From an optimization exercise on the open Yosys and OpenROAD flow, aimed at small area; shortcuts taken in it are not production practice.
In this exercise RTL edits were held to simulation tests only and were not proved equivalent to the original.

File: flow/design.v
module cfar_detector #(
    parameter DATA_WIDTH = 16,
    parameter GUARD_CELLS = 4,
    parameter REFERENCE_CELLS = 16
)(
    input wire clk,
    input wire rst_n,
    input wire enable,
    input wire [DATA_WIDTH-1:0] data_in,
    input wire data_valid,
    input wire [15:0] threshold_scale,
    output reg [15:0] detected_range,
    output reg [15:0] detected_velocity,
    output reg target_detected
);
wire acc = enable & data_valid;
reg [15:0] dly [1:41];           
reg [20:0] rsum;                 
reg [15:0] cnt;                  
reg        warm;                 
reg        p1, p2;               
integer i;
always @(posedge clk) begin
    if (acc) begin
        dly[1] <= data_in;
        for (i = 2; i <= 41; i = i + 1)
            dly[i] <= dly[i-1];
    end
end
wire [5:0] c6 = cnt[5:0];
wire v16 = warm | (c6 >= 6'd16);
wire v21 = warm | (c6 >= 6'd21);
wire v25 = warm | (c6 >= 6'd25);
wire v41 = warm | (c6 >= 6'd41);
wire [15:0] t0  = data_in & {16{acc}};
wire [15:0] t16 = dly[16] & {16{v16 & acc}};
wire [15:0] t25 = dly[25] & {16{v25 & acc}};
wire [15:0] t41 = dly[41] & {16{v41 & acc}};
wire [20:0] rsa = {rs362, rs360, rs358, rs356, rc353, rc347, rc341, rc335, rc329, rc323, rc317, rc311, rc305, rc299, rc293, rc287, rc281, rc275, rs272, rc263, rs262};
wire [20:0] rsb = {1'b0, 1'b0, 1'b0, 1'b0, rs354, rs352, rs346, rs340, rs334, rs328, rs322, rs316, rs310, rs304, rs298, rs292, rs286, rs280, rs274, rs268, 1'b0};
wire rs260 = rsum[0] ^ t0[0] ^ t25[0];
wire rc261 = (rsum[0] & t0[0]) | (rsum[0] & t25[0]) | (t0[0] & t25[0]);
wire rs262 = ~t16[0] ^ ~t41[0] ^ rs260;
wire rc263 = (~t16[0] & ~t41[0]) | (~t16[0] & rs260) | (~t41[0] & rs260);
wire rs264 = rsum[1] ^ t0[1] ^ t25[1];
wire rc265 = (rsum[1] & t0[1]) | (rsum[1] & t25[1]) | (t0[1] & t25[1]);
wire rs266 = ~t16[1] ^ ~t41[1] ^ 1'b1;
wire rc267 = (~t16[1] & ~t41[1]) | (~t16[1] & 1'b1) | (~t41[1] & 1'b1);
wire rs268 = rc261 ^ rs264 ^ rs266;
wire rc269 = (rc261 & rs264) | (rc261 & rs266) | (rs264 & rs266);
wire rs270 = rsum[2] ^ t0[2] ^ t25[2];
wire rc271 = (rsum[2] & t0[2]) | (rsum[2] & t25[2]) | (t0[2] & t25[2]);
wire rs272 = ~t16[2] ^ ~t41[2] ^ rc265;
wire rc273 = (~t16[2] & ~t41[2]) | (~t16[2] & rc265) | (~t41[2] & rc265);
wire rs274 = rc267 ^ rs270 ^ rc269;
wire rc275 = (rc267 & rs270) | (rc267 & rc269) | (rs270 & rc269);
wire rs276 = rsum[3] ^ t0[3] ^ t25[3];
wire rc277 = (rsum[3] & t0[3]) | (rsum[3] & t25[3]) | (t0[3] & t25[3]);
wire rs278 = ~t16[3] ^ ~t41[3] ^ rc271;
wire rc279 = (~t16[3] & ~t41[3]) | (~t16[3] & rc271) | (~t41[3] & rc271);
wire rs280 = rs276 ^ rc273 ^ rs278;
wire rc281 = (rs276 & rc273) | (rs276 & rs278) | (rc273 & rs278);
wire rs282 = rsum[4] ^ t0[4] ^ t25[4];
wire rc283 = (rsum[4] & t0[4]) | (rsum[4] & t25[4]) | (t0[4] & t25[4]);
wire rs284 = ~t16[4] ^ ~t41[4] ^ rc277;
wire rc285 = (~t16[4] & ~t41[4]) | (~t16[4] & rc277) | (~t41[4] & rc277);
wire rs286 = rs282 ^ rc279 ^ rs284;
wire rc287 = (rs282 & rc279) | (rs282 & rs284) | (rc279 & rs284);
wire rs288 = rsum[5] ^ t0[5] ^ t25[5];
wire rc289 = (rsum[5] & t0[5]) | (rsum[5] & t25[5]) | (t0[5] & t25[5]);
wire rs290 = ~t16[5] ^ ~t41[5] ^ rc283;
wire rc291 = (~t16[5] & ~t41[5]) | (~t16[5] & rc283) | (~t41[5] & rc283);
wire rs292 = rs288 ^ rc285 ^ rs290;
wire rc293 = (rs288 & rc285) | (rs288 & rs290) | (rc285 & rs290);
wire rs294 = rsum[6] ^ t0[6] ^ t25[6];
wire rc295 = (rsum[6] & t0[6]) | (rsum[6] & t25[6]) | (t0[6] & t25[6]);
wire rs296 = ~t16[6] ^ ~t41[6] ^ rc289;
wire rc297 = (~t16[6] & ~t41[6]) | (~t16[6] & rc289) | (~t41[6] & rc289);
wire rs298 = rs294 ^ rc291 ^ rs296;
wire rc299 = (rs294 & rc291) | (rs294 & rs296) | (rc291 & rs296);
wire rs300 = rsum[7] ^ t0[7] ^ t25[7];
wire rc301 = (rsum[7] & t0[7]) | (rsum[7] & t25[7]) | (t0[7] & t25[7]);
wire rs302 = ~t16[7] ^ ~t41[7] ^ rc295;
wire rc303 = (~t16[7] & ~t41[7]) | (~t16[7] & rc295) | (~t41[7] & rc295);
wire rs304 = rs300 ^ rc297 ^ rs302;
wire rc305 = (rs300 & rc297) | (rs300 & rs302) | (rc297 & rs302);
wire rs306 = rsum[8] ^ t0[8] ^ t25[8];
wire rc307 = (rsum[8] & t0[8]) | (rsum[8] & t25[8]) | (t0[8] & t25[8]);
wire rs308 = ~t16[8] ^ ~t41[8] ^ rc301;
wire rc309 = (~t16[8] & ~t41[8]) | (~t16[8] & rc301) | (~t41[8] & rc301);
wire rs310 = rs306 ^ rc303 ^ rs308;
wire rc311 = (rs306 & rc303) | (rs306 & rs308) | (rc303 & rs308);
wire rs312 = rsum[9] ^ t0[9] ^ t25[9];
wire rc313 = (rsum[9] & t0[9]) | (rsum[9] & t25[9]) | (t0[9] & t25[9]);
wire rs314 = ~t16[9] ^ ~t41[9] ^ rc307;
wire rc315 = (~t16[9] & ~t41[9]) | (~t16[9] & rc307) | (~t41[9] & rc307);
wire rs316 = rs312 ^ rc309 ^ rs314;
wire rc317 = (rs312 & rc309) | (rs312 & rs314) | (rc309 & rs314);
wire rs318 = rsum[10] ^ t0[10] ^ t25[10];
wire rc319 = (rsum[10] & t0[10]) | (rsum[10] & t25[10]) | (t0[10] & t25[10]);
wire rs320 = ~t16[10] ^ ~t41[10] ^ rc313;
wire rc321 = (~t16[10] & ~t41[10]) | (~t16[10] & rc313) | (~t41[10] & rc313);
wire rs322 = rs318 ^ rc315 ^ rs320;
wire rc323 = (rs318 & rc315) | (rs318 & rs320) | (rc315 & rs320);
wire rs324 = rsum[11] ^ t0[11] ^ t25[11];
wire rc325 = (rsum[11] & t0[11]) | (rsum[11] & t25[11]) | (t0[11] & t25[11]);
wire rs326 = ~t16[11] ^ ~t41[11] ^ rc319;
wire rc327 = (~t16[11] & ~t41[11]) | (~t16[11] & rc319) | (~t41[11] & rc319);
wire rs328 = rs324 ^ rc321 ^ rs326;
wire rc329 = (rs324 & rc321) | (rs324 & rs326) | (rc321 & rs326);
wire rs330 = rsum[12] ^ t0[12] ^ t25[12];
wire rc331 = (rsum[12] & t0[12]) | (rsum[12] & t25[12]) | (t0[12] & t25[12]);
wire rs332 = ~t16[12] ^ ~t41[12] ^ rc325;
wire rc333 = (~t16[12] & ~t41[12]) | (~t16[12] & rc325) | (~t41[12] & rc325);
wire rs334 = rs330 ^ rc327 ^ rs332;
wire rc335 = (rs330 & rc327) | (rs330 & rs332) | (rc327 & rs332);
wire rs336 = rsum[13] ^ t0[13] ^ t25[13];
wire rc337 = (rsum[13] & t0[13]) | (rsum[13] & t25[13]) | (t0[13] & t25[13]);
wire rs338 = ~t16[13] ^ ~t41[13] ^ rc331;
wire rc339 = (~t16[13] & ~t41[13]) | (~t16[13] & rc331) | (~t41[13] & rc331);
wire rs340 = rs336 ^ rc333 ^ rs338;
wire rc341 = (rs336 & rc333) | (rs336 & rs338) | (rc333 & rs338);
wire rs342 = rsum[14] ^ t0[14] ^ t25[14];
wire rc343 = (rsum[14] & t0[14]) | (rsum[14] & t25[14]) | (t0[14] & t25[14]);
wire rs344 = ~t16[14] ^ ~t41[14] ^ rc337;
wire rc345 = (~t16[14] & ~t41[14]) | (~t16[14] & rc337) | (~t41[14] & rc337);
wire rs346 = rs342 ^ rc339 ^ rs344;
wire rc347 = (rs342 & rc339) | (rs342 & rs344) | (rc339 & rs344);
wire rs348 = rsum[15] ^ t0[15] ^ t25[15];
wire rc349 = (rsum[15] & t0[15]) | (rsum[15] & t25[15]) | (t0[15] & t25[15]);
wire rs350 = ~t16[15] ^ ~t41[15] ^ rc343;
wire rc351 = (~t16[15] & ~t41[15]) | (~t16[15] & rc343) | (~t41[15] & rc343);
wire rs352 = rs348 ^ rc345 ^ rs350;
wire rc353 = (rs348 & rc345) | (rs348 & rs350) | (rc345 & rs350);
wire rs354 = rsum[16] ^ rc349 ^ rc351;
wire rc355 = (rsum[16] & rc349) | (rsum[16] & rc351) | (rc349 & rc351);
wire rs356 = rsum[17] ^ 1'b1 ^ rc355;
wire rc357 = (rsum[17] & 1'b1) | (rsum[17] & rc355) | (1'b1 & rc355);
wire rs358 = rsum[18] ^ 1'b1 ^ rc357;
wire rc359 = (rsum[18] & 1'b1) | (rsum[18] & rc357) | (1'b1 & rc357);
wire rs360 = rsum[19] ^ 1'b1 ^ rc359;
wire rc361 = (rsum[19] & 1'b1) | (rsum[19] & rc359) | (1'b1 & rc359);
wire rs362 = rsum[20] ^ 1'b1 ^ rc361;
wire [20:0] rsum_next = rsa + rsb;
wire [15:0] mean = rsum[20:5];
wire [15:0] scale = threshold_scale;
wire [15:0] cut_n = ~dly[21];
reg hi;
always @(*) begin
    hi = 1'b0;
    for (i = 1; i < 16; i = i + 1)
        hi = hi | (scale[i] & (|(mean >> (16 - i))));
end
wire [15:0] pp [0:15];
genvar gi;
generate
    for (gi = 0; gi < 16; gi = gi + 1) begin : g_pp
        assign pp[gi] = scale & {16{mean[gi]}};
    end
endgenerate
wire ms1 = pp[0][0] ^ cut_n[0] ^ 1'b1;
wire mc2 = (pp[0][0] & cut_n[0]) | (pp[0][0] & 1'b1) | (cut_n[0] & 1'b1);
wire ms3 = pp[0][1] ^ pp[1][0] ^ cut_n[1];
wire mc4 = (pp[0][1] & pp[1][0]) | (pp[0][1] & cut_n[1]) | (pp[1][0] & cut_n[1]);
wire ms5 = pp[0][2] ^ pp[1][1] ^ pp[2][0];
wire mc6 = (pp[0][2] & pp[1][1]) | (pp[0][2] & pp[2][0]) | (pp[1][1] & pp[2][0]);
wire ms7 = cut_n[2] ^ mc4 ^ ms5;
wire mc8 = (cut_n[2] & mc4) | (cut_n[2] & ms5) | (mc4 & ms5);
wire ms9 = pp[0][3] ^ pp[1][2] ^ pp[2][1];
wire mc10 = (pp[0][3] & pp[1][2]) | (pp[0][3] & pp[2][1]) | (pp[1][2] & pp[2][1]);
wire ms11 = pp[3][0] ^ cut_n[3] ^ mc6;
wire mc12 = (pp[3][0] & cut_n[3]) | (pp[3][0] & mc6) | (cut_n[3] & mc6);
wire ms13 = ms9 ^ mc8 ^ ms11;
wire mc14 = (ms9 & mc8) | (ms9 & ms11) | (mc8 & ms11);
wire ms15 = pp[0][4] ^ pp[1][3] ^ pp[2][2];
wire mc16 = (pp[0][4] & pp[1][3]) | (pp[0][4] & pp[2][2]) | (pp[1][3] & pp[2][2]);
wire ms17 = pp[3][1] ^ pp[4][0] ^ cut_n[4];
wire mc18 = (pp[3][1] & pp[4][0]) | (pp[3][1] & cut_n[4]) | (pp[4][0] & cut_n[4]);
wire ms19 = mc10 ^ ms15 ^ ms17;
wire mc20 = (mc10 & ms15) | (mc10 & ms17) | (ms15 & ms17);
wire ms21 = mc12 ^ ms19 ^ mc14;
wire mc22 = (mc12 & ms19) | (mc12 & mc14) | (ms19 & mc14);
wire ms23 = pp[0][5] ^ pp[1][4] ^ pp[2][3];
wire mc24 = (pp[0][5] & pp[1][4]) | (pp[0][5] & pp[2][3]) | (pp[1][4] & pp[2][3]);
wire ms25 = pp[3][2] ^ pp[4][1] ^ pp[5][0];
wire mc26 = (pp[3][2] & pp[4][1]) | (pp[3][2] & pp[5][0]) | (pp[4][1] & pp[5][0]);
wire ms27 = cut_n[5] ^ mc16 ^ mc18;
wire mc28 = (cut_n[5] & mc16) | (cut_n[5] & mc18) | (mc16 & mc18);
wire ms29 = ms23 ^ ms25 ^ mc20;
wire mc30 = (ms23 & ms25) | (ms23 & mc20) | (ms25 & mc20);
wire ms31 = ms27 ^ ms29 ^ mc22;
wire mc32 = (ms27 & ms29) | (ms27 & mc22) | (ms29 & mc22);
wire ms33 = pp[0][6] ^ pp[1][5] ^ pp[2][4];
wire mc34 = (pp[0][6] & pp[1][5]) | (pp[0][6] & pp[2][4]) | (pp[1][5] & pp[2][4]);
wire ms35 = pp[3][3] ^ pp[4][2] ^ pp[5][1];
wire mc36 = (pp[3][3] & pp[4][2]) | (pp[3][3] & pp[5][1]) | (pp[4][2] & pp[5][1]);
wire ms37 = pp[6][0] ^ cut_n[6] ^ mc24;
wire mc38 = (pp[6][0] & cut_n[6]) | (pp[6][0] & mc24) | (cut_n[6] & mc24);
wire ms39 = mc26 ^ ms33 ^ ms35;
wire mc40 = (mc26 & ms33) | (mc26 & ms35) | (ms33 & ms35);
wire ms41 = mc28 ^ ms37 ^ ms39;
wire mc42 = (mc28 & ms37) | (mc28 & ms39) | (ms37 & ms39);
wire ms43 = mc30 ^ ms41 ^ mc32;
wire mc44 = (mc30 & ms41) | (mc30 & mc32) | (ms41 & mc32);
wire ms45 = pp[0][7] ^ pp[1][6] ^ pp[2][5];
wire mc46 = (pp[0][7] & pp[1][6]) | (pp[0][7] & pp[2][5]) | (pp[1][6] & pp[2][5]);
wire ms47 = pp[3][4] ^ pp[4][3] ^ pp[5][2];
wire mc48 = (pp[3][4] & pp[4][3]) | (pp[3][4] & pp[5][2]) | (pp[4][3] & pp[5][2]);
wire ms49 = pp[6][1] ^ pp[7][0] ^ cut_n[7];
wire mc50 = (pp[6][1] & pp[7][0]) | (pp[6][1] & cut_n[7]) | (pp[7][0] & cut_n[7]);
wire ms51 = mc34 ^ mc36 ^ ms45;
wire mc52 = (mc34 & mc36) | (mc34 & ms45) | (mc36 & ms45);
wire ms53 = ms47 ^ ms49 ^ mc38;
wire mc54 = (ms47 & ms49) | (ms47 & mc38) | (ms49 & mc38);
wire ms55 = mc40 ^ ms51 ^ mc42;
wire mc56 = (mc40 & ms51) | (mc40 & mc42) | (ms51 & mc42);
wire ms57 = ms53 ^ ms55 ^ mc44;
wire mc58 = (ms53 & ms55) | (ms53 & mc44) | (ms55 & mc44);
wire ms59 = pp[0][8] ^ pp[1][7] ^ pp[2][6];
wire mc60 = (pp[0][8] & pp[1][7]) | (pp[0][8] & pp[2][6]) | (pp[1][7] & pp[2][6]);
wire ms61 = pp[3][5] ^ pp[4][4] ^ pp[5][3];
wire mc62 = (pp[3][5] & pp[4][4]) | (pp[3][5] & pp[5][3]) | (pp[4][4] & pp[5][3]);
wire ms63 = pp[6][2] ^ pp[7][1] ^ pp[8][0];
wire mc64 = (pp[6][2] & pp[7][1]) | (pp[6][2] & pp[8][0]) | (pp[7][1] & pp[8][0]);
wire ms65 = cut_n[8] ^ mc46 ^ mc48;
wire mc66 = (cut_n[8] & mc46) | (cut_n[8] & mc48) | (mc46 & mc48);
wire ms67 = mc50 ^ ms59 ^ ms61;
wire mc68 = (mc50 & ms59) | (mc50 & ms61) | (ms59 & ms61);
wire ms69 = ms63 ^ mc52 ^ ms65;
wire mc70 = (ms63 & mc52) | (ms63 & ms65) | (mc52 & ms65);
wire ms71 = ms67 ^ mc54 ^ ms69;
wire mc72 = (ms67 & mc54) | (ms67 & ms69) | (mc54 & ms69);
wire ms73 = mc56 ^ ms71 ^ mc58;
wire mc74 = (mc56 & ms71) | (mc56 & mc58) | (ms71 & mc58);
wire ms75 = pp[0][9] ^ pp[1][8] ^ pp[2][7];
wire mc76 = (pp[0][9] & pp[1][8]) | (pp[0][9] & pp[2][7]) | (pp[1][8] & pp[2][7]);
wire ms77 = pp[3][6] ^ pp[4][5] ^ pp[5][4];
wire mc78 = (pp[3][6] & pp[4][5]) | (pp[3][6] & pp[5][4]) | (pp[4][5] & pp[5][4]);
wire ms79 = pp[6][3] ^ pp[7][2] ^ pp[8][1];
wire mc80 = (pp[6][3] & pp[7][2]) | (pp[6][3] & pp[8][1]) | (pp[7][2] & pp[8][1]);
wire ms81 = pp[9][0] ^ cut_n[9] ^ mc60;
wire mc82 = (pp[9][0] & cut_n[9]) | (pp[9][0] & mc60) | (cut_n[9] & mc60);
wire ms83 = mc62 ^ mc64 ^ ms75;
wire mc84 = (mc62 & mc64) | (mc62 & ms75) | (mc64 & ms75);
wire ms85 = ms77 ^ ms79 ^ mc66;
wire mc86 = (ms77 & ms79) | (ms77 & mc66) | (ms79 & mc66);
wire ms87 = mc68 ^ ms81 ^ ms83;
wire mc88 = (mc68 & ms81) | (mc68 & ms83) | (ms81 & ms83);
wire ms89 = mc70 ^ ms85 ^ ms87;
wire mc90 = (mc70 & ms85) | (mc70 & ms87) | (ms85 & ms87);
wire ms91 = mc72 ^ ms89 ^ mc74;
wire mc92 = (mc72 & ms89) | (mc72 & mc74) | (ms89 & mc74);
wire ms93 = pp[0][10] ^ pp[1][9] ^ pp[2][8];
wire mc94 = (pp[0][10] & pp[1][9]) | (pp[0][10] & pp[2][8]) | (pp[1][9] & pp[2][8]);
wire ms95 = pp[3][7] ^ pp[4][6] ^ pp[5][5];
wire mc96 = (pp[3][7] & pp[4][6]) | (pp[3][7] & pp[5][5]) | (pp[4][6] & pp[5][5]);
wire ms97 = pp[6][4] ^ pp[7][3] ^ pp[8][2];
wire mc98 = (pp[6][4] & pp[7][3]) | (pp[6][4] & pp[8][2]) | (pp[7][3] & pp[8][2]);
wire ms99 = pp[9][1] ^ pp[10][0] ^ cut_n[10];
wire mc100 = (pp[9][1] & pp[10][0]) | (pp[9][1] & cut_n[10]) | (pp[10][0] & cut_n[10]);
wire ms101 = mc76 ^ mc78 ^ mc80;
wire mc102 = (mc76 & mc78) | (mc76 & mc80) | (mc78 & mc80);
wire ms103 = ms93 ^ ms95 ^ ms97;
wire mc104 = (ms93 & ms95) | (ms93 & ms97) | (ms95 & ms97);
wire ms105 = ms99 ^ mc82 ^ mc84;
wire mc106 = (ms99 & mc82) | (ms99 & mc84) | (mc82 & mc84);
wire ms107 = ms101 ^ ms103 ^ mc86;
wire mc108 = (ms101 & ms103) | (ms101 & mc86) | (ms103 & mc86);
wire ms109 = mc88 ^ ms105 ^ mc90;
wire mc110 = (mc88 & ms105) | (mc88 & mc90) | (ms105 & mc90);
wire ms111 = ms107 ^ ms109 ^ mc92;
wire mc112 = (ms107 & ms109) | (ms107 & mc92) | (ms109 & mc92);
wire ms113 = pp[0][11] ^ pp[1][10] ^ pp[2][9];
wire mc114 = (pp[0][11] & pp[1][10]) | (pp[0][11] & pp[2][9]) | (pp[1][10] & pp[2][9]);
wire ms115 = pp[3][8] ^ pp[4][7] ^ pp[5][6];
wire mc116 = (pp[3][8] & pp[4][7]) | (pp[3][8] & pp[5][6]) | (pp[4][7] & pp[5][6]);
wire ms117 = pp[6][5] ^ pp[7][4] ^ pp[8][3];
wire mc118 = (pp[6][5] & pp[7][4]) | (pp[6][5] & pp[8][3]) | (pp[7][4] & pp[8][3]);
wire ms119 = pp[9][2] ^ pp[10][1] ^ pp[11][0];
wire mc120 = (pp[9][2] & pp[10][1]) | (pp[9][2] & pp[11][0]) | (pp[10][1] & pp[11][0]);
wire ms121 = cut_n[11] ^ mc94 ^ mc96;
wire mc122 = (cut_n[11] & mc94) | (cut_n[11] & mc96) | (mc94 & mc96);
wire ms123 = mc98 ^ mc100 ^ ms113;
wire mc124 = (mc98 & mc100) | (mc98 & ms113) | (mc100 & ms113);
wire ms125 = ms115 ^ ms117 ^ ms119;
wire mc126 = (ms115 & ms117) | (ms115 & ms119) | (ms117 & ms119);
wire ms127 = mc102 ^ mc104 ^ ms121;
wire mc128 = (mc102 & mc104) | (mc102 & ms121) | (mc104 & ms121);
wire ms129 = ms123 ^ ms125 ^ mc106;
wire mc130 = (ms123 & ms125) | (ms123 & mc106) | (ms125 & mc106);
wire ms131 = ms127 ^ mc108 ^ ms129;
wire mc132 = (ms127 & mc108) | (ms127 & ms129) | (mc108 & ms129);
wire ms133 = mc110 ^ ms131 ^ mc112;
wire mc134 = (mc110 & ms131) | (mc110 & mc112) | (ms131 & mc112);
wire ms135 = pp[0][12] ^ pp[1][11] ^ pp[2][10];
wire mc136 = (pp[0][12] & pp[1][11]) | (pp[0][12] & pp[2][10]) | (pp[1][11] & pp[2][10]);
wire ms137 = pp[3][9] ^ pp[4][8] ^ pp[5][7];
wire mc138 = (pp[3][9] & pp[4][8]) | (pp[3][9] & pp[5][7]) | (pp[4][8] & pp[5][7]);
wire ms139 = pp[6][6] ^ pp[7][5] ^ pp[8][4];
wire mc140 = (pp[6][6] & pp[7][5]) | (pp[6][6] & pp[8][4]) | (pp[7][5] & pp[8][4]);
wire ms141 = pp[9][3] ^ pp[10][2] ^ pp[11][1];
wire mc142 = (pp[9][3] & pp[10][2]) | (pp[9][3] & pp[11][1]) | (pp[10][2] & pp[11][1]);
wire ms143 = pp[12][0] ^ cut_n[12] ^ mc114;
wire mc144 = (pp[12][0] & cut_n[12]) | (pp[12][0] & mc114) | (cut_n[12] & mc114);
wire ms145 = mc116 ^ mc118 ^ mc120;
wire mc146 = (mc116 & mc118) | (mc116 & mc120) | (mc118 & mc120);
wire ms147 = ms135 ^ ms137 ^ ms139;
wire mc148 = (ms135 & ms137) | (ms135 & ms139) | (ms137 & ms139);
wire ms149 = ms141 ^ mc122 ^ mc124;
wire mc150 = (ms141 & mc122) | (ms141 & mc124) | (mc122 & mc124);
wire ms151 = mc126 ^ ms143 ^ ms145;
wire mc152 = (mc126 & ms143) | (mc126 & ms145) | (ms143 & ms145);
wire ms153 = ms147 ^ mc128 ^ ms149;
wire mc154 = (ms147 & mc128) | (ms147 & ms149) | (mc128 & ms149);
wire ms155 = ms151 ^ mc130 ^ ms153;
wire mc156 = (ms151 & mc130) | (ms151 & ms153) | (mc130 & ms153);
wire ms157 = mc132 ^ ms155 ^ mc134;
wire mc158 = (mc132 & ms155) | (mc132 & mc134) | (ms155 & mc134);
wire ms159 = pp[0][13] ^ pp[1][12] ^ pp[2][11];
wire mc160 = (pp[0][13] & pp[1][12]) | (pp[0][13] & pp[2][11]) | (pp[1][12] & pp[2][11]);
wire ms161 = pp[3][10] ^ pp[4][9] ^ pp[5][8];
wire mc162 = (pp[3][10] & pp[4][9]) | (pp[3][10] & pp[5][8]) | (pp[4][9] & pp[5][8]);
wire ms163 = pp[6][7] ^ pp[7][6] ^ pp[8][5];
wire mc164 = (pp[6][7] & pp[7][6]) | (pp[6][7] & pp[8][5]) | (pp[7][6] & pp[8][5]);
wire ms165 = pp[9][4] ^ pp[10][3] ^ pp[11][2];
wire mc166 = (pp[9][4] & pp[10][3]) | (pp[9][4] & pp[11][2]) | (pp[10][3] & pp[11][2]);
wire ms167 = pp[12][1] ^ pp[13][0] ^ cut_n[13];
wire mc168 = (pp[12][1] & pp[13][0]) | (pp[12][1] & cut_n[13]) | (pp[13][0] & cut_n[13]);
wire ms169 = mc136 ^ mc138 ^ mc140;
wire mc170 = (mc136 & mc138) | (mc136 & mc140) | (mc138 & mc140);
wire ms171 = mc142 ^ ms159 ^ ms161;
wire mc172 = (mc142 & ms159) | (mc142 & ms161) | (ms159 & ms161);
wire ms173 = ms163 ^ ms165 ^ ms167;
wire mc174 = (ms163 & ms165) | (ms163 & ms167) | (ms165 & ms167);
wire ms175 = mc144 ^ mc146 ^ mc148;
wire mc176 = (mc144 & mc146) | (mc144 & mc148) | (mc146 & mc148);
wire ms177 = ms169 ^ ms171 ^ ms173;
wire mc178 = (ms169 & ms171) | (ms169 & ms173) | (ms171 & ms173);
wire ms179 = mc150 ^ mc152 ^ ms175;
wire mc180 = (mc150 & mc152) | (mc150 & ms175) | (mc152 & ms175);
wire ms181 = ms177 ^ mc154 ^ ms179;
wire mc182 = (ms177 & mc154) | (ms177 & ms179) | (mc154 & ms179);
wire ms183 = mc156 ^ ms181 ^ mc158;
wire mc184 = (mc156 & ms181) | (mc156 & mc158) | (ms181 & mc158);
wire ms185 = pp[0][14] ^ pp[1][13] ^ pp[2][12];
wire mc186 = (pp[0][14] & pp[1][13]) | (pp[0][14] & pp[2][12]) | (pp[1][13] & pp[2][12]);
wire ms187 = pp[3][11] ^ pp[4][10] ^ pp[5][9];
wire mc188 = (pp[3][11] & pp[4][10]) | (pp[3][11] & pp[5][9]) | (pp[4][10] & pp[5][9]);
wire ms189 = pp[6][8] ^ pp[7][7] ^ pp[8][6];
wire mc190 = (pp[6][8] & pp[7][7]) | (pp[6][8] & pp[8][6]) | (pp[7][7] & pp[8][6]);
wire ms191 = pp[9][5] ^ pp[10][4] ^ pp[11][3];
wire mc192 = (pp[9][5] & pp[10][4]) | (pp[9][5] & pp[11][3]) | (pp[10][4] & pp[11][3]);
wire ms193 = pp[12][2] ^ pp[13][1] ^ pp[14][0];
wire mc194 = (pp[12][2] & pp[13][1]) | (pp[12][2] & pp[14][0]) | (pp[13][1] & pp[14][0]);
wire ms195 = cut_n[14] ^ mc160 ^ mc162;
wire mc196 = (cut_n[14] & mc160) | (cut_n[14] & mc162) | (mc160 & mc162);
wire ms197 = mc164 ^ mc166 ^ mc168;
wire mc198 = (mc164 & mc166) | (mc164 & mc168) | (mc166 & mc168);
wire ms199 = ms185 ^ ms187 ^ ms189;
wire mc200 = (ms185 & ms187) | (ms185 & ms189) | (ms187 & ms189);
wire ms201 = ms191 ^ ms193 ^ mc170;
wire mc202 = (ms191 & ms193) | (ms191 & mc170) | (ms193 & mc170);
wire ms203 = mc172 ^ mc174 ^ ms195;
wire mc204 = (mc172 & mc174) | (mc172 & ms195) | (mc174 & ms195);
wire ms205 = ms197 ^ ms199 ^ mc176;
wire mc206 = (ms197 & ms199) | (ms197 & mc176) | (ms199 & mc176);
wire ms207 = mc178 ^ ms201 ^ ms203;
wire mc208 = (mc178 & ms201) | (mc178 & ms203) | (ms201 & ms203);
wire ms209 = mc180 ^ ms205 ^ ms207;
wire mc210 = (mc180 & ms205) | (mc180 & ms207) | (ms205 & ms207);
wire ms211 = mc182 ^ ms209 ^ mc184;
wire mc212 = (mc182 & ms209) | (mc182 & mc184) | (ms209 & mc184);
wire ms213 = pp[0][15] ^ pp[1][14] ^ pp[2][13];
wire mc214 = (pp[0][15] & pp[1][14]) | (pp[0][15] & pp[2][13]) | (pp[1][14] & pp[2][13]);
wire ms215 = pp[3][12] ^ pp[4][11] ^ pp[5][10];
wire mc216 = (pp[3][12] & pp[4][11]) | (pp[3][12] & pp[5][10]) | (pp[4][11] & pp[5][10]);
wire ms217 = pp[6][9] ^ pp[7][8] ^ pp[8][7];
wire mc218 = (pp[6][9] & pp[7][8]) | (pp[6][9] & pp[8][7]) | (pp[7][8] & pp[8][7]);
wire ms219 = pp[9][6] ^ pp[10][5] ^ pp[11][4];
wire mc220 = (pp[9][6] & pp[10][5]) | (pp[9][6] & pp[11][4]) | (pp[10][5] & pp[11][4]);
wire ms221 = pp[12][3] ^ pp[13][2] ^ pp[14][1];
wire mc222 = (pp[12][3] & pp[13][2]) | (pp[12][3] & pp[14][1]) | (pp[13][2] & pp[14][1]);
wire ms223 = pp[15][0] ^ cut_n[15] ^ mc186;
wire mc224 = (pp[15][0] & cut_n[15]) | (pp[15][0] & mc186) | (cut_n[15] & mc186);
wire ms225 = mc188 ^ mc190 ^ mc192;
wire mc226 = (mc188 & mc190) | (mc188 & mc192) | (mc190 & mc192);
wire ms227 = mc194 ^ ms213 ^ ms215;
wire mc228 = (mc194 & ms213) | (mc194 & ms215) | (ms213 & ms215);
wire ms229 = ms217 ^ ms219 ^ ms221;
wire mc230 = (ms217 & ms219) | (ms217 & ms221) | (ms219 & ms221);
wire ms231 = mc196 ^ mc198 ^ mc200;
wire mc232 = (mc196 & mc198) | (mc196 & mc200) | (mc198 & mc200);
wire ms233 = ms223 ^ ms225 ^ ms227;
wire mc234 = (ms223 & ms225) | (ms223 & ms227) | (ms225 & ms227);
wire ms235 = ms229 ^ mc202 ^ mc204;
wire mc236 = (ms229 & mc202) | (ms229 & mc204) | (mc202 & mc204);
wire ms237 = ms231 ^ ms233 ^ mc206;
wire mc238 = (ms231 & ms233) | (ms231 & mc206) | (ms233 & mc206);
wire ms239 = mc208 ^ ms235 ^ mc210;
wire mc240 = (mc208 & ms235) | (mc208 & mc210) | (ms235 & mc210);
wire ms241 = ms237 ^ ms239 ^ mc212;
wire mc242 = (ms237 & ms239) | (ms237 & mc212) | (ms239 & mc212);
wire ms243 = mc214 ^ mc216 ^ mc218;
wire mc244 = (mc214 & mc216) | (mc214 & mc218) | (mc216 & mc218);
wire ms245 = mc220 ^ mc222 ^ mc224;
wire mc246 = (mc220 & mc222) | (mc220 & mc224) | (mc222 & mc224);
wire ms247 = mc226 ^ mc228 ^ mc230;
wire mc248 = (mc226 & mc228) | (mc226 & mc230) | (mc228 & mc230);
wire ms249 = ms243 ^ mc232 ^ mc234;
wire mc250 = (ms243 & mc232) | (ms243 & mc234) | (mc232 & mc234);
wire ms251 = ms245 ^ ms247 ^ mc236;
wire mc252 = (ms245 & ms247) | (ms245 & mc236) | (ms247 & mc236);
wire ms253 = ms249 ^ mc238 ^ ms251;
wire mc254 = (ms249 & mc238) | (ms249 & ms251) | (mc238 & ms251);
wire ms255 = mc240 ^ ms253 ^ mc242;
wire mc256 = (mc240 & ms253) | (mc240 & mc242) | (ms253 & mc242);
wire ms257 = mc244 ^ mc246 ^ mc248;
wire ms258 = mc250 ^ ms257 ^ mc252;
wire ms259 = mc254 ^ ms258 ^ mc256;
wire [17:0] mra = {ms259, ms255, ms241, ms211, ms183, ms157, ms133, ms111, ms91, ms73, ms57, ms43, ms31, ms21, ms13, ms7, mc2, ms1};
wire [17:0] mrb = {1'b0, 1'b0, 1'b0, 1'b0, 1'b0, 1'b0, 1'b0, 1'b0, 1'b0, 1'b0, 1'b0, 1'b0, 1'b0, 1'b0, 1'b0, 1'b0, ms3, 1'b0};
wire [17:0] w = mra + mrb;
wire det_next = v21 & ~hi & ~w[17] & ~w[16];
always @(posedge clk or negedge rst_n) begin
    if (!rst_n)
        rsum <= 0;
    else
        rsum <= rsum_next;
end
always @(posedge clk or negedge rst_n) begin
    if (!rst_n) begin
        cnt <= 0;
        warm <= 0;
        p1 <= 0;
        p2 <= 0;
        target_detected <= 0;
        detected_range <= 0;
        detected_velocity <= 0;
    end else if (acc) begin
        cnt <= cnt + 1'b1;
        if (&c6)
            warm <= 1'b1;
        p1 <= det_next;
        p2 <= p1;
        target_detected <= p2;
        if (p2) begin
            detected_range <= {6'd0, cnt[9:0]};
            detected_velocity <= {10'd0, cnt[15:10]};
        end
    end
end
endmodule
File: flow/flow/run.sh
#!/bin/bash
# Standard ORFS layout with these changes:
#  - after the standard synthesis, flow/fapol.py chooses the polarity of each full
#    adder (a full adder is self-dual) and of simple gates so that fewer inverters
#    are needed; registers and ports are left as the synthesis made them;
#  - input/output port buffers use the smallest buffer cell;
#  - one tie cell drives all constant-0 outputs;
#  - clock tree synthesis uses clkbuf_8 without dummy loads.
set -euo pipefail
export SKIP_REPAIR_TIE_FANOUT=1
export BUFFER_PORTS_ARGS="-buffer_cell sky130_fd_sc_hd__buf_1"
export CTS_ARGS="-sink_clustering_enable -repair_clock_nets -dont_use_dummy_load -buf_list sky130_fd_sc_hd__clkbuf_8 -sink_clustering_size 18 -sink_clustering_max_diameter 60"
R=orfs/results/${FLOW_PLATFORM}/cfar_detector/base
LIB=${FLOW_HOME}/platforms/${FLOW_PLATFORM}/lib/sky130_fd_sc_hd__tt_025C_1v80.lib
bash standard.sh synth > synth_make.log 2>&1
cp $R/1_2_yosys.v $R/1_2_yosys_standard.v
python3 flow/fapol.py $R/1_2_yosys_standard.v $R/1_2_yosys.v $LIB > fapol.log 2>&1
rm -f $R/1_synth.odb $R/1_synth.sdc
bash standard.sh finish > standard_make.log 2>&1
File: flow/flow/fapol.py
#!/usr/bin/env python3
"""Full-adder polarity optimisation of a mapped sky130hd netlist.

A full adder is self-dual: FA(~a, ~b, ~c) = ~FA(a, b, c) on both outputs. Yosys's
full-adder extraction leaves many inverters between full adders. This pass picks, for
every fa cell, whether it computes its function on complemented signals, and for
simple gates (and2/nand2, ...) which polarity they drive, so that as few inverters as
possible remain. All inverters it may touch are taken out first and put back where a
load needs the complement of what its net carries.

Flip-flops, ports and every other cell keep their names and connections.

usage: fapol.py IN.v OUT.v LIB
"""
import re
import sys
import collections

inp, outp, libf = sys.argv[1:4]
P = 'sky130_fd_sc_hd__'

area = {}
lib = open(libf).read()
for m in re.finditer(r'cell\s*\(\s*"?(\w+)"?\s*\)\s*\{', lib):
    a = re.search(r'area\s*:\s*([\d.]+)', lib[m.end():m.end() + 5000])
    area[m.group(1)] = float(a.group(1)) if a else 0.0

OUTPINS = {'X', 'Y', 'Q', 'Q_N', 'SUM', 'COUT', 'HI', 'LO'}
INV_AREA = area[P + 'inv_1']

# gate pairs with identical inputs and complementary outputs: base -> (complement, out pin)
PAIRS = {}
for a, b in [('and2', 'nand2'), ('or2', 'nor2'), ('xor2', 'xnor2'), ('and3', 'nand3'),
             ('or3', 'nor3'), ('and4', 'nand4'), ('or4', 'nor4'), ('a21o', 'a21oi'),
             ('o21a', 'o21ai'), ('a22o', 'a22oi'), ('o22a', 'o22ai'), ('a211o', 'a211oi'),
             ('o211a', 'o211ai'), ('a31o', 'a31oi'), ('o31a', 'o31ai')]:
    PAIRS[a] = b
    PAIRS[b] = a


def outpin(base):
    # sky130hd: inverting gates drive Y, non-inverting X
    if base in ('nand2', 'nor2', 'xnor2', 'nand3', 'nor3', 'nand4', 'nor4') or base.endswith(('oi', 'ai')):
        return 'Y'
    return 'X'


def split_type(t):
    m = re.match(P + r'(\w+?)_(\d+)$', t)
    return (m.group(1), m.group(2)) if m else (None, None)


src = open(inp).read()
mod_start = src.index('module ')
body_end = src.rindex('endmodule')
cell_re = re.compile(r'^\s*(' + P + r'\w+)\s+(\S+)\s*\((.*?)\);\s*$', re.S | re.M)
matches = list(cell_re.finditer(src, mod_start, body_end))
first = matches[0].start()
header = src[:first]
assert 'assign' not in src[first:body_end] or True
cells = []
for m in matches:
    pins = collections.OrderedDict((p, v.strip()) for p, v in re.findall(r'\.(\w+)\(([^()]*)\)', m.group(3)))
    cells.append({'type': m.group(1), 'name': m.group(2), 'pins': pins})
# anything between cells other than whitespace would be lost
rest = cell_re.sub('', src[first:body_end])
assert rest.strip() == '', rest.strip()[:200]

ports_out = set()
for m in re.finditer(r'^\s*output\s+(\[(\d+):(\d+)\]\s+)?(\S+);', header, re.M):
    if m.group(1):
        for i in range(int(m.group(3)), int(m.group(2)) + 1):
            ports_out.add(f'{m.group(4)}[{i}]')
    else:
        ports_out.add(m.group(4))

drv = {}
for c in cells:
    for p, v in c['pins'].items():
        if p in OUTPINS:
            drv[v] = (c, p)


def is_inv(c):
    b, _ = split_type(c['type'])
    return b in ('inv', 'clkinv')


# inverters that may be removed: output is not a port
removable = set()
for c in cells:
    if is_inv(c) and c['pins']['Y'] not in ports_out:
        removable.add(c['name'])


def root(net):
    par = 0
    while net in drv and drv[net][0]['name'] in removable:
        net = drv[net][0]['pins']['A']
        par ^= 1
    return net, par


fas = [c for c in cells if split_type(c['type'])[0] == 'fa']
fa_names = {c['name'] for c in fas}
flip = {c['name']: 0 for c in fas}

# uses: every input pin of every kept cell, plus output ports driven through removed inverters
uses = []  # [cell or None, pin, root, parity]
for c in cells:
    if c['name'] in removable:
        continue
    for p, v in c['pins'].items():
        if p in OUTPINS:
            continue
        r, par = root(v)
        uses.append([c, p, r, par])

uses_of_root = collections.defaultdict(list)
for u in uses:
    uses_of_root[u[2]].append(u)

# driver kind of each root
gate_pol = {}  # root -> 0/1 for swappable gates


def driver_info(r):
    if r in drv and r not in ports_out:
        c, p = drv[r]
        if c['name'] in fa_names:
            return ('fa', c)
        b, _ = split_type(c['type'])
        if b in PAIRS and p == outpin(b):
            return ('gate', c)
    return ('fixed', None)


dinfo = {r: driver_info(r) for r in uses_of_root}
for r, (k, c) in dinfo.items():
    if k == 'gate':
        gate_pol[r] = 0


def gate_delta(c):
    b, s = split_type(c['type'])
    comp = PAIRS[b]
    t2 = P + comp + '_' + s
    if t2 not in area:
        t2 = P + comp + '_1'
    return area.get(t2, 1e9) - area[c['type']], t2


def root_cost(r):
    need = set()
    for c, p, rr, par in uses_of_root[r]:
        f = flip.get(c['name'], 0) if c is not None else 0
        need.add(par ^ f)
    if r.startswith("1'"):
        return 0.0, 0
    k, c = dinfo.get(r, ('fixed', None))
    if k == 'fa':
        d = flip[c['name']]
        return (INV_AREA if (1 - d) in need else 0.0), d
    if k == 'gate':
        best = None
        for d in (0, 1):
            cost = (gate_delta(c)[0] if d else 0.0) + (INV_AREA if (1 - d) in need else 0.0)
            if best is None or cost < best[0] - 1e-9:
                best = (cost, d)
        return best
    return (INV_AREA if 1 in need else 0.0), 0


def roots_of_fa(c):
    rs = set()
    for p, v in c['pins'].items():
        if p in OUTPINS:
            rs.add(v)
        else:
            rs.add(root(v)[0])
    return rs


total = sum(root_cost(r)[0] for r in uses_of_root)
start = total
improved = True
while improved:
    improved = False
    for c in fas:
        if any(v in ports_out for p, v in c['pins'].items() if p in OUTPINS):
            continue
        rs = [r for r in roots_of_fa(c) if r in uses_of_root or r in dinfo]
        before = sum(root_cost(r)[0] for r in rs if r in uses_of_root)
        flip[c['name']] ^= 1
        after = sum(root_cost(r)[0] for r in rs if r in uses_of_root)
        if after < before - 1e-9:
            improved = True
            total += after - before
        else:
            flip[c['name']] ^= 1

removed_area = sum(area[c['type']] for c in cells if c['name'] in removable)
print(f'fapol: {sum(flip.values())} of {len(fas)} full adders flipped; '
      f'inverter/gate cost {start:.1f} -> {total:.1f}; removed inverters {len(removable)} '
      f'({removed_area:.1f} um2)', file=sys.stderr)

# ---- rewrite ----
phys = {}
for r in uses_of_root:
    phys[r] = root_cost(r)[1]
new_cells = []
new_wires = []
inv_net = {}
n_new = [0]


def inverted(r):
    if r.startswith("1'"):
        return "1'h1" if r.endswith('0') else "1'h0"
    if r not in inv_net:
        n_new[0] += 1
        net = f'fapol_n{n_new[0]}'
        inv_net[r] = net
        new_wires.append(net)
        new_cells.append({'type': P + 'inv_1', 'name': f'fapol_i{n_new[0]}',
                          'pins': collections.OrderedDict([('A', r), ('Y', net)])})
    return inv_net[r]


for c, p, r, par in uses:
    f = flip.get(c['name'], 0)
    want = par ^ f
    c['pins'][p] = r if want == phys[r] else inverted(r)

out_cells = []
for c in cells:
    if c['name'] in removable:
        continue
    r_out = None
    for p, v in c['pins'].items():
        if p in OUTPINS:
            r_out = v
    k = dinfo.get(r_out, ('fixed', None))[0] if r_out else 'fixed'
    if k == 'gate' and phys.get(r_out, 0) == 1:
        b, _ = split_type(c['type'])
        _, t2 = gate_delta(c)
        op = outpin(b)
        pins = collections.OrderedDict()
        for p, v in c['pins'].items():
            pins[outpin(PAIRS[b]) if p == op else p] = v
        c = {'type': t2, 'name': c['name'], 'pins': pins}
    out_cells.append(c)
out_cells.extend(new_cells)

# output ports that were driven by removed inverters need their driver back
driven = set()
for c in out_cells:
    for p, v in c['pins'].items():
        if p in OUTPINS:
            driven.add(v)
for c in cells:
    if c['name'] in removable and c['pins']['Y'] not in driven:
        # the net still has loads that were rerouted; it is no longer used
        pass

hdr = header.rstrip() + '\n' + ''.join(f'  wire {w};\n' for w in new_wires)
body = []
for c in out_cells:
    pins = ',\n'.join(f'    .{p}({v} )' if v.startswith('\\') else f'    .{p}({v})' for p, v in c['pins'].items())
    body.append(f"  {c['type']} {c['name']} (\n{pins}\n  );\n")
open(outp, 'w').write(hdr + ''.join(body) + src[body_end:])
File: flow/standard.sh
#!/bin/bash
# synth_recipe.tcl (not shown) runs the flow's synth.tcl, then flattens the netlist and writes it again
# the make line also repeats each setting of config.mk as NAME=value (left out here)
make -C /OpenROAD-flow-scripts/flow DESIGN_CONFIG=/design/flow/config.mk WORK_HOME=/design/flow/orfs CLKGATE_MAP_FILE= SYNTH_SCRIPT=/design/flow/synth_recipe.tcl "${@:-finish}"
File: flow/config.mk
export PLATFORM = sky130hd
export DESIGN_NAME = cfar_detector
export DESIGN_NICKNAME = cfar_detector
export VERILOG_FILES = /design/flow/design.v
export SDC_FILE = /design/flow/constraint.sdc
export NUM_CORES = 4
export LEC_CHECK = 0
export CAP_MARGIN = 20
export CORE_MARGIN = 2
export CORE_UTILIZATION = 70
export SLEW_MARGIN = 20
File: flow/constraint.sdc
create_clock -name core_clock -period 10.0 [get_ports {clk}]
set_input_delay 2.0000 -clock core_clock [delete_from_list [all_inputs] [get_ports {clk}]]
set_output_delay 2.0000 -clock core_clock [all_outputs]
set_load 0.01 [all_outputs]
==> flow_summary.yaml, run 1 <==
worst_setup_path:
  regToRegEndpoint: "p1$_DFFE_PN0P_"
  critical_path_class: "in -> reg"
  critical_path_cell_sequence: "buf_1 > nand2_1 > fa_1 > fa_1 > fa_1 > fa_1 > fa_1 > fa_1 > fa_1 > fa_1 > fa_1 > fa_1 > fa_1 > fa_1 > fa_1 > fa_1 > fa_1 > fa_1 > xor2_1 > xnor3_1 > or2_2 > mux2i_1 > o21ai_1 > o31ai_2"
  timing.critical_path.arrival_ps: 10070
  worstPathRequired_ps: 10530
  worst_reg2reg_startpoint: "rsum[5]$_DFF_PN0_"
  start_kind: "input port"
  critical_path.most_common_cell: "sky130_fd_sc_hd__fa_1"
  worst-r2r-setup-slack_ps: 1010
  cp-end-kind: "flip-flop"
  worstPathMaxFanout: 3
  timing.critical_path.slowest_stage_cell: "sky130_fd_sc_hd__fa_1"
  critical_path_max_stage_delay_ps: 500
  worstRegToRegCells: 23
final_layout:
  finish.cell_count_without_fillers: 1987
  drive_gt1_share_pct: 6.74
  antennaDiodeCount: 0
  finalNetCount: 1705
  layout_overhead_on_the_synthesized_area_pct: 5.42
logic_synthesis:
  avgSynthCellArea_um2: 19.8
  synthCells: 1386
  postSynthNetCount: 1620
  yosysWarningCount: 2
  syn-cell-area_um2: 27500
timing:
  timing.final.ws_setup_ps: 465
  timing.clock.skew_ps: 43.2
  timing.final.crit_share_pct: 95.3
  finalHoldViolCount: 0
  actual_transition_at_the_worst_max_transition_pin_ps: 928
  report.final.slew_viol_count: 0
  max_freq_ghz: 0.105
  slew-limit-headroom_pct: 38.1
  rsz0062_at_grt: "no"
  finalWorstPathRequiredPeriod_ps: 9530
  report.final.setup_viol: 0
job:
  max_cap_violations: 0
drt:
  wl_per_cell_um: 22.9
  post_drt_via_cell_ratio: 5.82
  dr.first_iter.drc_count: 1042
  post-route-drc-count: 0
  detailroute.via_count: 11600
  postRouteAntennaNets: 0
  drt_pass1_iterations: 5
  totalWireLength_um: 45500
clocking:
  cts_setup_buffers: 0
  number_of_clock_sinks_seen_by_cts: 713
  tritoncts.num_buffers: 47
  clkLatencyLatePin_ps: 650
  cts.root.buffer_cell: "sky130_fd_sc_hd__clkbuf_8"
  cts_clock_pin_slew_for_the_worst_setup_and_hold_paths_ps: 100
  clock_tree.htree_level_count: 2
  max-clock-path-buffers: 3
  cts_tree: "yes"
  postCtsHoldBufs: 0
  cts_repair_resize_count: 0
floorplan:
  std_cell_rows: 72
  floorplan.initialDensity_pct: 70.9
  core_area_um2: 38700
  die_area_um2: 40900
  chipWidth_um: 202
  io-pin-count: 69
  die_y_um: 202
placement:
  io_buffer_count: 52
  hpwl_dp_um: 30100
  globalplace.congestion: 0.898
  place_ws_ps: -286
  placed_cells_incl_taps: 1940
global_routing:
  grt-ovfl-total: 0
  globalRouteTotalUtil_pct: 23.5
  antenna_found_initial: 0
  grt_pass1_wl_um: 69600
  grt_pass1_vias: 12000
  pin_count_of_the_biggest_net_entering_global_routing: 137
run_status:
  outcome: "finished clean"
min_path:
  worst_hold_path.num_cells: 0
  hold_path.class: "reg -> reg"
  min-delay-start: "dly[24][12]$_DFFE_PP_"
  hold-path-endpoint: "dly[25][12]$_DFFE_PP_"
## per-layer routing
layer / GRT usage, % / routed length (um)
met1: 35.8 / 20100
met5: 0 / 0
met3: 3.92 / 2450
met4: 8.03 / 1430
met2: 35.8 / 21500
## worst max-delay path: cells and delay by family
kind,cells,cell delay [ps]
compound gates,2,310
fa+ha+maj,16,6430
mux,1,140
simple gates,2,410
xor+xnor,2,610
buf+inv,1,170
## sequential cells by signal (all words and copies together), names as in the netlist
signal             count
dly                  656
rsum                  21
cnt                   16
detected_range        10
detected_velocity      6
p1                     1
p2                     1
target_detected        1
warm                   1
## worst max path at each step
stage | startpoint | end | cells after the start | slack, ps
floorplan | threshold_scale[1] | p1$_DFFE_PN0P_ | 24 | 140
global placement | threshold_scale[1] | p1$_DFFE_PN0P_ | 24 | 2
detailed placement | threshold_scale[1] | p1$_DFFE_PN0P_ | 25 | -290
CTS | threshold_scale[1] | p1$_DFFE_PN0P_ | 25 | 410
global route | threshold_scale[1] | p1$_DFFE_PN0P_ | 25 | 90
finish | threshold_scale[1] | p1$_DFFE_PN0P_ | 24 | 470
## cell usage in the layout, fill, tap and decap left out, types with 6 or more instances in the layout
cell	count
sky130_fd_sc_hd__xor2_1	13
sky130_fd_sc_hd__o21ai_0	16
sky130_fd_sc_hd__dfrtp_1	57
sky130_fd_sc_hd__and2_1	30
sky130_fd_sc_hd__xnor2_1	22
sky130_fd_sc_hd__a21o_1	7
sky130_fd_sc_hd__clkbuf_8	47
sky130_fd_sc_hd__nor2_1	11
sky130_fd_sc_hd__nand2_1	195
sky130_fd_sc_hd__edfxtp_1	656
sky130_fd_sc_hd__nand4_1	6
sky130_fd_sc_hd__ha_1	23
sky130_fd_sc_hd__buf_4	25
sky130_fd_sc_hd__fa_1	175
sky130_fd_sc_hd__mux2_2	14
sky130_fd_sc_hd__nand3_1	11
sky130_fd_sc_hd__a21oi_1	17
sky130_fd_sc_hd__inv_1	28
sky130_fd_sc_hd__buf_1	51
## final cells by class
cell class              instances  area [um^2]
inverters                      29          116
fillers                      2143         9770
repair buffers                 78          404
clock buffers                  47          647
well taps                     518          648
flip-flops and latches        713        21100
multi-input cells             602         6030
## per-stage QoR
stage,area [um^2],TNS [ps],utilization [%],hold WS (ps)
after floorplan,27500,0,-,400
after global placement,28300,0,73.1,401
after detailed placement,28300,-286,73.1,405
after CTS,29000,0,74.8,393
after global routing,29000,0,74.8,411
final,29000,0,74.8,405
==> run 2: changes to the inputs <==
--- a/flow/design.v
+++ b/flow/design.v
@@ -430,4 +430,9 @@
 always @(posedge clk or negedge rst_n) begin
-    if (!rst_n) begin
+    if (!rst_n)
         cnt <= 0;
+    else
+        cnt <= cnt + {15'd0, acc};
+end
+always @(posedge clk or negedge rst_n) begin
+    if (!rst_n) begin
         warm <= 0;
@@ -439,3 +444,2 @@
     end else if (acc) begin
-        cnt <= cnt + 1'b1;
         if (&c6)
==> run 2 against run 1 <==
  * Synthesized cell count about the same
  * Global-route usage down 0.31 points
  * Critical endpoint unchanged
  * Highest routed layer is now met5
  * Count of clock-buffer cells in the layout up 1
  * Still clean on timing, DRC and antenna
  * Area after synthesis down 0.20%
  * Routed wire length down 1.8%
  * Setup slack better by 150 ps
  * Flip-flop and latch count unchanged
  * Fmax up 1.5%
  * Worst hold slack worse by 44 ps
  * Via count down 0.56%
  * Final cell count about the same
==> flow_summary.yaml, run 2 <==
worst_setup_path:
  critPathTopFamily: "adder cells"
  timing.critical_path.slowest_stage_cell: "sky130_fd_sc_hd__fa_1"
  worstPathRequired_ps: 10510
  critical_path.most_common_cell: "sky130_fd_sc_hd__fa_1"
  start_kind: "input port"
  timing.critical_path.arrival_ps: 9900
  worstPathMaxFanout: 3
  critical_path_max_stage_delay_ps: 490
  critical_path_class: "in -> reg"
  crit_buf_inv: 1
  cp-end-kind: "flip-flop"
  critical_path_cell_sequence: "buf_1 > nand2_1 > fa_1 > fa_1 > fa_1 > fa_1 > fa_1 > fa_1 > fa_1 > fa_1 > fa_1 > fa_1 > fa_1 > fa_1 > fa_1 > fa_1 > fa_1 > fa_1 > xnor2_1 > xnor2_1 > xnor2_1 > or3_1 > a22oi_1 > a32o_2"
final_layout:
  mostFrequentLayoutCell: "sky130_fd_sc_hd__edfxtp_1"
  largest_reg_flops: 656
  fin_area_um2: 28900
  regMostFlops: "dly"
  finalNetCount: 1703
  mostFrequentLayoutCells: "sky130_fd_sc_hd__edfxtp_1 (656), sky130_fd_sc_hd__nand2_1 (199), sky130_fd_sc_hd__fa_1 (175)"
  antennaDiodeCount: 0
  finish.cell_count_without_fillers: 1986
  drive_gt1_share_pct: 7.02
  top_regs: "dly: 656 flops, rsum: 21 flops, cnt: 16 flops"
  layout_overhead_on_the_synthesized_area_pct: 5.41
clocking:
  postCtsHoldBufs: 0
  tritoncts.num_buffers: 48
  max-clock-path-buffers: 3
  cts_setup_buffers: 0
  cts.root.buffer_cell: "sky130_fd_sc_hd__clkbuf_8"
  cts_clock_pin_slew_for_the_worst_setup_and_hold_paths_ps: 90
  clock_tree.htree_level_count: 2
  clkLatencyLatePin_ps: 670
  number_of_clock_sinks_seen_by_cts: 713
  cts_repair_resize_count: 0
  cts_tree: "yes"
floorplan:
  std_cell_rows: 72
  die_area_um2: 40800
  chipWidth_um: 202
  io-pin-count: 69
  core_area_um2: 38600
  die_y_um: 202
  floorplan.initialDensity_pct: 71.0
run_status:
  outcome: "finished clean"
min_path:
  hold_path.class: "reg -> reg"
drt:
  post-route-drc-count: 0
  wl_per_cell_um: 22.5
  totalWireLength_um: 44600
  postRouteAntennaNets: 0
  detailroute.via_count: 11500
  post_drt_via_cell_ratio: 5.79
  drt_pass1_iterations: 6
  dr.first_iter.drc_count: 932
global_routing:
  grt-ovfl-total: 0
  pin_count_of_the_biggest_net_entering_global_routing: 106
  grt_pass1_vias: 11800
  grt_pass1_wl_um: 68800
  antenna_found_initial: 2
  globalRouteTotalUtil_pct: 23.2
job:
  max_cap_violations: 0
timing:
  actual_transition_at_the_worst_max_transition_pin_ps: 952
  max_freq_ghz: 0.107
  report.final.setup_viol: 0
  rsz0062_at_grt: "no"
  finalSetupTns_ps: 0
  timing.final.crit_share_pct: 93.9
  slew-limit-headroom_pct: 36.0
  timing.clock.skew_ps: 97.4
  finalHoldViolCount: 0
  report.final.slew_viol_count: 0
  finalWorstPathRequiredPeriod_ps: 9390
placement:
  hpwl_dp_um: 29200
  io_buffer_count: 52
  globalplace.congestion: 0.886
  placed_cells_incl_taps: 1938
  placed_cell_area_um2: 28200
logic_synthesis:
  yosysWarningCount: 2
  avgSynthCellArea_um2: 19.8
  syn-cell-area_um2: 27400
  synthCells: 1385
  postSynthNetCount: 1618
run 2: layer usage:
layer	wire length (um)	part of all wire (%)	global-route usage, %	up-vias
met3	3110	7.0	4.32	69
met1	20100	45	36.9	5985
met4	948	2.1	6.67	2
li1	-	-	-	5093
met2	20400	46	33.8	350
met5	64	0.14	1.19	-
run 2: layout make-up:
| cell class | instances | area [um^2] |
|---|---|---|
| clock buffer | 48 | 661 |
| fill | 2109 | 9740 |
| inverter | 37 | 146 |
| multi-input combinational | 592 | 5930 |
| sequential | 713 | 21100 |
| tap | 518 | 648 |
| timing repair buffer | 78 | 392 |
run 2: final timing paths:
path	end	start	slack, ps	depth (start not counted)
max	p1$_DFFE_PN0P_	threshold_scale[1]	610	24
min	dly[39][7]$_DFFE_PP_	dly[38][7]$_DFFE_PP_	360	0
max reg2reg	p1$_DFFE_PN0P_	rsum[5]$_DFF_PN0_	1010	23
min reg2reg	dly[39][7]$_DFFE_PP_	dly[38][7]$_DFFE_PP_	360	0
max in group asynchronous	rsum[17]$_DFF_PN0_	rst_n	7830	2
min in group asynchronous	rsum[1]$_DFF_PN0_	rst_n	1480	2
run 2: stage by stage:
stage / util [%] / hold WS, ps / setup WS [ps]
after floorplan: - / 400 / 143
after global placement: 73.1 / 400 / 181
after detailed placement: 73.1 / 405 / 15.8
after CTS: 74.8 / 357 / 643
after global routing: 74.8 / 377 / 271
final: 74.8 / 362 / 611
run 2: worst register-to-register path, stage by stage (launching register included):
cell and delay (ps):
sky130_fd_sc_hd__dfrtp_1 960, sky130_fd_sc_hd__nand2_1 200, sky130_fd_sc_hd__fa_1 540, sky130_fd_sc_hd__fa_1 410, sky130_fd_sc_hd__fa_1 410, sky130_fd_sc_hd__fa_1 380, sky130_fd_sc_hd__fa_1 390, sky130_fd_sc_hd__fa_1 410
sky130_fd_sc_hd__fa_1 390, sky130_fd_sc_hd__fa_1 440, sky130_fd_sc_hd__fa_1 420, sky130_fd_sc_hd__fa_1 390, sky130_fd_sc_hd__fa_1 390, sky130_fd_sc_hd__fa_1 390, sky130_fd_sc_hd__fa_1 390, sky130_fd_sc_hd__fa_1 390
sky130_fd_sc_hd__fa_1 380, sky130_fd_sc_hd__fa_1 380, sky130_fd_sc_hd__xnor2_1 180, sky130_fd_sc_hd__xnor2_1 110, sky130_fd_sc_hd__xnor2_1 140, sky130_fd_sc_hd__or3_1 350, sky130_fd_sc_hd__a22oi_1 190, sky130_fd_sc_hd__a32o_2 180
==> run 3: changes to the inputs <==
--- a/flow/config.mk
+++ b/flow/config.mk
@@ -7,5 +7,5 @@
 export LEC_CHECK = 0
-export CAP_MARGIN = 20
+export CAP_MARGIN = 5
 export CORE_MARGIN = 2
 export CORE_UTILIZATION = 70
-export SLEW_MARGIN = 20
+export SLEW_MARGIN = 5
==> run 3 against run 2 <==
  * Still clean
  * Final cell count unchanged
  * Global-route usage unchanged
  * Flip-flop and latch count unchanged
  * Fmax unchanged
  * Setup slack unchanged
  * Synthesized cell count unchanged
  * Die area unchanged
  * Largest cell class unchanged
==> flow_summary.yaml, run 3 <==
run_status:
  outcome: "finished clean"
floorplan:
  core_area_um2: 38600
  io-pin-count: 69
  floorplan.initialDensity_pct: 71.0
  chipWidth_um: 202
  die_area_um2: 40800
  die_y_um: 202
  std_cell_rows: 72
final_layout:
  largest_reg_flops: 656
  mostFrequentLayoutCell: "sky130_fd_sc_hd__edfxtp_1"
  fillerInstances: 2109
  finalNetCount: 1703
  top_regs: "dly: 656 flops, rsum: 21 flops, cnt: 16 flops"
  regMostFlops: "dly"
  drive_gt1_share_pct: 7.02
  antennaDiodeCount: 0
  layout_overhead_on_the_synthesized_area_pct: 5.41
  mostFrequentLayoutCells: "sky130_fd_sc_hd__edfxtp_1 (656), sky130_fd_sc_hd__nand2_1 (199), sky130_fd_sc_hd__fa_1 (175)"
global_routing:
  grtUsageMet3_pct: 4.32
  grt_use_met1_pct: 36.9
  grt_pass1_vias: 11800
  pin_count_of_the_biggest_net_entering_global_routing: 106
  antenna_found_initial: 2
  grt_pass1_wl_um: 68800
  global_route.usage.met2_pct: 33.8
  globalRouteTotalUtil_pct: 23.2
  globalRoute.busiestLayer: "met1"
  grt-ovfl-total: 0
timing:
  slew-limit-headroom_pct: 36.0
  max_freq_ghz: 0.107
  rsz0062_at_grt: "no"
  finalHoldViolCount: 0
  report.final.setup_viol: 0
  finalSetupTns_ps: 0
  timing.final.ws_setup_ps: 611
  report.final.slew_viol_count: 0
  actual_transition_at_the_worst_max_transition_pin_ps: 952
  timing.clock.skew_ps: 97.4
  finalWorstPathRequiredPeriod_ps: 9390
  timing.final.crit_share_pct: 93.9
logic_synthesis:
  synthCells: 1385
  avgSynthCellArea_um2: 19.8
  postSynthNetCount: 1618
  yosysWarningCount: 2
  syn-cell-area_um2: 27400
worst_setup_path:
  worstPathMaxFanout: 3
  critical_path_class: "in -> reg"
  timing.critical_path.arrival_ps: 9900
  worstPathRequired_ps: 10510
  start_kind: "input port"
  cp-end-kind: "flip-flop"
clocking:
  tritoncts.num_buffers: 48
  clock_tree.htree_level_count: 2
  postCtsHoldBufs: 0
  number_of_clock_sinks_seen_by_cts: 713
  cts_tree: "yes"
  cts_clock_pin_slew_for_the_worst_setup_and_hold_paths_ps: 90
  cts.root.buffer_cell: "sky130_fd_sc_hd__clkbuf_8"
  clkLatencyLatePin_ps: 670
  cts_setup_buffers: 0
  max-clock-path-buffers: 3
  cts_repair_resize_count: 0
placement:
  place_ws_ps: 15.8
  io_buffer_count: 52
  globalplace.congestion: 0.886
  hpwl_dp_um: 29200
drt:
  dr.first_iter.drc_count: 932
  wl_per_cell_um: 22.5
  drt_pass1_iterations: 6
  detailroute.via_count: 11500
  postRouteAntennaNets: 0
  post_drt_via_cell_ratio: 5.79
  totalWireLength_um: 44600
  post-route-drc-count: 0
job:
  max_cap_violations: 0
min_path:
  hold_path.class: "reg -> reg"
==> run 3: final cells by class <==
| cell class | count | area [um^2] | share of cell area (%) |
|---|---|---|---|
| Clock buffer | 48 | 661 | 2.29 |
| Inverter | 37 | 146 | 0.506 |
| Tap cell | 518 | 648 | 2.24 |
| Multi-Input combinational cell | 592 | 5930 | 20.5 |
| Sequential cell | 713 | 21100 | 73.1 |
| Timing Repair Buffer | 78 | 392 | 1.35 |
==> run 3: final timing paths <==
check                           slack, ps              endpoint  depth (start not counted)                 start
worst max register to register       1010        p1$_DFFE_PN0P_                         23     rsum[5]$_DFF_PN0_
worst max-delay path                  610        p1$_DFFE_PN0P_                         24    threshold_scale[1]
worst min register to register        360  dly[39][7]$_DFFE_PP_                          0  dly[38][7]$_DFFE_PP_
worst min-delay path                  360  dly[39][7]$_DFFE_PP_                          0  dly[38][7]$_DFFE_PP_
min in group asynchronous            1480     rsum[1]$_DFF_PN0_                          2                 rst_n
max in group asynchronous            7830    rsum[17]$_DFF_PN0_                          2                 rst_n
==> run 3: stage by stage <==
step	instances	cell area (um^2)	hold WS [ps]	utilization [%]
CTS	1986	28900	357	74.8
detailed placement	1938	28200	405	73.1
finish	1986	28900	362	74.8
floorplan	1385	27400	400	-
global placement	1938	28200	400	73.1
global route	1986	28900	377	74.8
==> run 3: critical path: stages <==
cell                      delay (ps)
sky130_fd_sc_hd__buf_1           140
sky130_fd_sc_hd__nand2_1         110
sky130_fd_sc_hd__fa_1            490
sky130_fd_sc_hd__fa_1            440
sky130_fd_sc_hd__fa_1            410
sky130_fd_sc_hd__fa_1            380
sky130_fd_sc_hd__fa_1            390
sky130_fd_sc_hd__fa_1            410
sky130_fd_sc_hd__fa_1            390
sky130_fd_sc_hd__fa_1            440
sky130_fd_sc_hd__fa_1            420
sky130_fd_sc_hd__fa_1            390
sky130_fd_sc_hd__fa_1            390
sky130_fd_sc_hd__fa_1            390
sky130_fd_sc_hd__fa_1            390
sky130_fd_sc_hd__fa_1            390
sky130_fd_sc_hd__fa_1            380
sky130_fd_sc_hd__fa_1            380
sky130_fd_sc_hd__xnor2_1         180
sky130_fd_sc_hd__xnor2_1         110
sky130_fd_sc_hd__xnor2_1         140
sky130_fd_sc_hd__or3_1           350
sky130_fd_sc_hd__a22oi_1         190
sky130_fd_sc_hd__a32o_2          180
==> run 3: routing by layer <==
| metal | vias to the layer above | share of wire (%) | wire length [um] |
|---|---|---|---|
| li1 | 5093 | - | - |
| met1 | 5985 | 45 | 20100 |
| met2 | 350 | 46 | 20400 |
| met3 | 69 | 7.0 | 3110 |
| met4 | 2 | 2.1 | 948 |
| met5 | - | 0.14 | 64 |

==> afterwards: timing with drivers on the ports <==
The results above use ideal ports. As a check the final layouts listed here were re-extracted and re-timed, cells and wires unchanged.
Step 1 (the two cells are an assumption about what drives the block):
set clk [get_ports {clk}]
set_driving_cell -lib_cell sky130_fd_sc_hd__clkbuf_16 $clk
set_driving_cell -lib_cell sky130_fd_sc_hd__buf_2 [delete_from_list [all_inputs] $clk]
Step 2, shift: input delay + t, output delay - t, t = (earliest + latest rising clock arrival at the registers) / 2. This alone moves slack from input paths to output paths.
a / b / c = no drivers / after step 1 / after step 2; a / b = the first two.
| run | t (ns) | slack for setup (ns) | worst setup path after step 2 | worst slew at a driven data input, ns | pins driven straight from the clock port |
|---|---|---|---|---|---|
| run 1 | 0.682 | 0.465 / 0.466 / -0.216 | input to register | 0.09 | 1 |
| run 2 | 0.663 | 0.611 / 0.607 / -0.056 | input to register | 0.06 | 1 |
| run 3 | 0.663 | 0.611 / 0.607 / -0.056 | input to register | 0.06 | 1 |
With both steps, setup timing fails in every run listed, where it was met with ideal ports. For run 1, which loses most, drivers alone change the setup slack by +0.001 ns; drivers and shift together by -0.681 ns.
